Source: an optimization exercise on an open RTL-to-GDS flow (aim: small area, a short achievable clock period and few clock cycles). Production flows keep margins and buffers that such runs may drop.
Only simulation tests tie the RTL to the original design; equivalence was not proved.
Power figures rest on the tool's default switching activity, not on a simulated workload.

Design sc_core, start of the top module:
module sc_core(
  input wire clk,
  input wire rst,
  output logic [15:0] imem_addr,
  input wire [31:0] imem_rdata,
  output logic [6:0] dmem_addr,
  output logic dmem_we,
  output logic [31:0] dmem_wdata,
  input wire [31:0] dmem_rdata,
  output logic halted
);
  localparam int NB = 4;    
  localparam int TW = 8;    
  logic [15:0] fa;                        
  logic        s1_v, s2_v;                
  logic [15:0] s1_np, s2_np;              
  logic        s1_bt, s2_bt;              
  logic [1:0]  s1_bi, s2_bi;              
  logic        q0_v, q1_v;
  logic [31:0] q0_w, q1_w;
  logic [15:0] q0_np, q1_np;
  logic        q0_bt, q1_bt;
  logic [1:0]  q0_bi, q1_bi;
  logic [31:0] pc_d;                      
  logic [NB-1:0] btb_v;
  logic [TW-1:0] btb_tag [NB];
  logic [TW-1:0] btb_tgt [NB];
  logic [1:0]    btb_rr;
  logic        x_v;
  logic [31:0] x_a, x_b, x_alt;
  logic        x_fa, x_fb;                
  logic        x_add, x_sub, x_and, x_or, x_xor, x_slt, x_sltu;
  logic        x_sll, x_sra, x_sh, x_selalt;
  logic        x_br, x_jalrg, x_pred;
  logic [2:0]  x_f3;
  logic        x_wr;                      
  logic [4:0]  x_rd;
  logic [TW-1:0] x_tag;
  logic [1:0]  x_bi;
  logic        l0_v, l1_v, l2_v;
  logic [4:0]  l0_rd, l1_rd, l2_rd;
  logic        wb_v;
  logic [4:0]  wb_rd;
  ...
clock: 16.0 ns
lec_check: 0
cap_margin: 20
core_margin: 2
core_utilization: 50
cts_cluster_diameter: 80
cts_cluster_size: 24
place_density: 0.65
slew_margin: 20
standard.sh (not shown) runs the stock make flow with config.mk's settings and CLKGATE_MAP_FILE= SYNTH_SCRIPT=/design/flow/synth_recipe.tcl, a recipe that flattens the netlist after the stock synthesis.
==> flow/flow/run.sh <==
#!/bin/bash
set -euo pipefail
bash standard.sh SETUP_SLACK_MARGIN=11.4 finish > standard_flow.log 2>&1
Testbench counts at the start, summed over its fixed seeds: cycles 158,294.
==> next run, changes <==
--- a/flow/design.v
+++ b/flow/design.v
@@ -97,13 +97,12 @@
         f_tgt = f_tgt | btb_tgt[i];
       end
     end
     f_pred = f_hit ? {fa[15:TW], f_tgt} : fa + 16'd1;
   end
   assign imem_addr = fa;
-  assign dmem_wdata = x_b;                
   logic [31:0] ir;
   assign ir = q0_w;
   logic [6:0] opc;
   logic [2:0] f3;
   logic [6:0] f7;
   logic [4:0] rs1, rs2, rdf;
@@ -206,14 +205,13 @@
   logic stall;
   assign stall = is_zero
               || (need_x1 && (l01 || l11))
               || (need_x2 && (l02 || l12))
               || (need_d1 && (xw1 || l01 || l11 || l21))
               || (need_d2 && (xw2 || l02 || l12 || l22))
-              || (d_alu_wr && l1_v)
-              || (d_alu_wr && l0_v && l0_rd == rdf);
+              || (d_alu_wr && l1_v);
   logic [31:0] pc4, tgt, npc;
   logic [31:0] imm_pc;
   assign imm_pc = is_jal ? imm_j : is_br ? imm_b : imm_u;
   assign pc4 = pc_d + 32'd4;
   assign tgt = pc_d + imm_pc;
   always_comb begin
@@ -320,83 +318,76 @@
     s1_bt <= f_hit;
     s1_bi <= f_bi;
     s2_np <= s1_np;
     s2_bt <= s1_bt;
     s2_bi <= s1_bi;
   end
+  logic q0_take;                          
+  assign q0_take = !q0_v || !stall;
   always_ff @(posedge clk) begin
-    if (rst) begin
-      q0_v <= 1'b0;
-      q1_v <= 1'b0;
-    end else if (xr) begin
+    if (q0_take) begin
+      if (q1_v) {q0_w, q0_np, q0_bt, q0_bi} <= {q1_w, q1_np, q1_bt, q1_bi};
+      else {q0_w, q0_np, q0_bt, q0_bi} <= {imem_rdata, s2_np, s2_bt, s2_bi};
+    end else if (dr) begin
+      q0_np <= npc[17:2];
+    end
+    if (!q1_v || q0_take) {q1_w, q1_np, q1_bt, q1_bi} <= {imem_rdata, s2_np, s2_bt, s2_bi};
+  end
+  always_ff @(posedge clk) begin
+    if (rst || xr) begin
       q0_v <= 1'b0;
       q1_v <= 1'b0;
     end else if (dr) begin
       q1_v <= 1'b0;
       if (issue) q0_v <= 1'b0;
-      else q0_np <= npc[17:2];
-    end else if (q0_v && !issue) begin
-      if (!q1_v && s2_v) begin
-        q1_v <= 1'b1;
-        q1_w <= imem_rdata;
-        q1_np <= s2_np;
-        q1_bt <= s2_bt;
-        q1_bi <= s2_bi;
-      end
+    end else if (!q0_take) begin
+      if (!q1_v) q1_v <= s2_v;
     end else if (q1_v) begin
       q0_v <= 1'b1;
-      q0_w <= q1_w;
-      q0_np <= q1_np;
-      q0_bt <= q1_bt;
-      q0_bi <= q1_bi;
       q1_v <= s2_v;
-      q1_w <= imem_rdata;
-      q1_np <= s2_np;
-      q1_bt <= s2_bt;
-      q1_bi <= s2_bi;
     end else begin
       q0_v <= s2_v;
-      q0_w <= imem_rdata;
-      q0_np <= s2_np;
-      q0_bt <= s2_bt;
-      q0_bi <= s2_bi;
     end
   end
   always_ff @(posedge clk) begin
     if (rst) pc_d <= 32'd0;
     else if (xr) pc_d <= xr_pc;
     else if (issue) pc_d <= npc;
   end
-  logic [8:0] maddr;
-  assign maddr = v1[8:0] + (is_st ? imm_s[8:0] : imm_i[8:0]);
+  logic [8:0] mimm, maddr_rf, maddr_wb, maddr;
+  assign mimm = is_st ? imm_s[8:0] : imm_i[8:0];
+  assign maddr_rf = rf1[8:0] + mimm;
+  assign maddr_wb = wb_val[8:0] + mimm;
+  assign maddr = (wb_v && wb_rd == rs1) ? maddr_wb : maddr_rf;
   always_ff @(posedge clk) begin
     if (rst) begin
       x_v <= 1'b0;
       l0_v <= 1'b0;
       l1_v <= 1'b0;
       l2_v <= 1'b0;
       wb_v <= 1'b0;
       dmem_we <= 1'b0;
       halted <= 1'b0;
     end else begin
       x_v <= issue;
       l0_v <= issue && is_ld && rdf != 5'd0;
-      l1_v <= l0_v;
+      l1_v <= l0_v && !(issue && d_alu_wr && rdf == l0_rd);
       l2_v <= l1_v;
       wb_v <= (x_v && x_wr) || l2_v;
       dmem_we <= issue && is_st;
       if (q0_v && is_zero && !xr && !pc_d[31] && pc_d != 32'd0) halted <= 1'b1;
     end
     l0_rd <= rdf;
     l1_rd <= l0_rd;
     l2_rd <= l1_rd;
     wb_rd <= l2_v ? l2_rd : x_rd;
     wb_val <= l2_v ? dmem_rdata : x_res;
     dmem_addr <= maddr[8:2];
+    dmem_wdata <= v2;
     x_a <= is_lui ? imm_u : is_auipc ? tgt : v1;
-    x_b <= (is_opi || is_jalr) ? imm_i : (is_op || is_br || is_st) ? v2 : 32'b0;
+    x_b <= (is_opi || is_jalr) ? imm_i : (is_op || is_br) ? v2 : 32'b0;
     x_fa <= need_x1 && (xw1 || l21);
     x_fb <= need_x2 && (xw2 || l22);
     x_add <= a_add || a_sub;
     x_sub <= a_sub || a_slt || a_sltu || is_br;
     x_and <= a_and;
     x_or <= a_or;
Area after synthesis goes up by 1.2%.
Synthesized cell count is about the same.
Sequential power hardly moves.
Utilization goes down by 1.4 points.
Setup slack got worse by 17 ps.
Worst hold slack is worse by 6.7 ps.
Wire length came out lower by 1.7%.
Clock-buffer cell count went down by 13.
Testbench counts after the change, summed over its fixed seeds: cycles 157,190.

==> port drivers added, routing unchanged <==
Ports are ideal in the flow. The routed layouts listed here were re-timed in OpenROAD.
Step 1 assumes that a clkbuf_16 drives the clock port and a buf_2 every other input.
Step 2 also shifts input and output timing later by t, the mid clock arrival at the registers, as if the neighbouring blocks saw the same clock.
a / b / c = no drivers / after step 1 / after step 2; a / b = the first two.
run	shift t [ns]	slack for setup (ns)	clock arrival spread, ns
the first run	0.843	11.274 / 11.274 / 10.758	0.058 / 0.059
the second run	0.850	11.257 / 11.257 / 11.048	0.058 / 0.058
After both steps setup and hold are still met in every run listed. The setup slack of the first run, which loses most, moves by 0.000 ns with the drivers and by -0.516 ns with both steps.
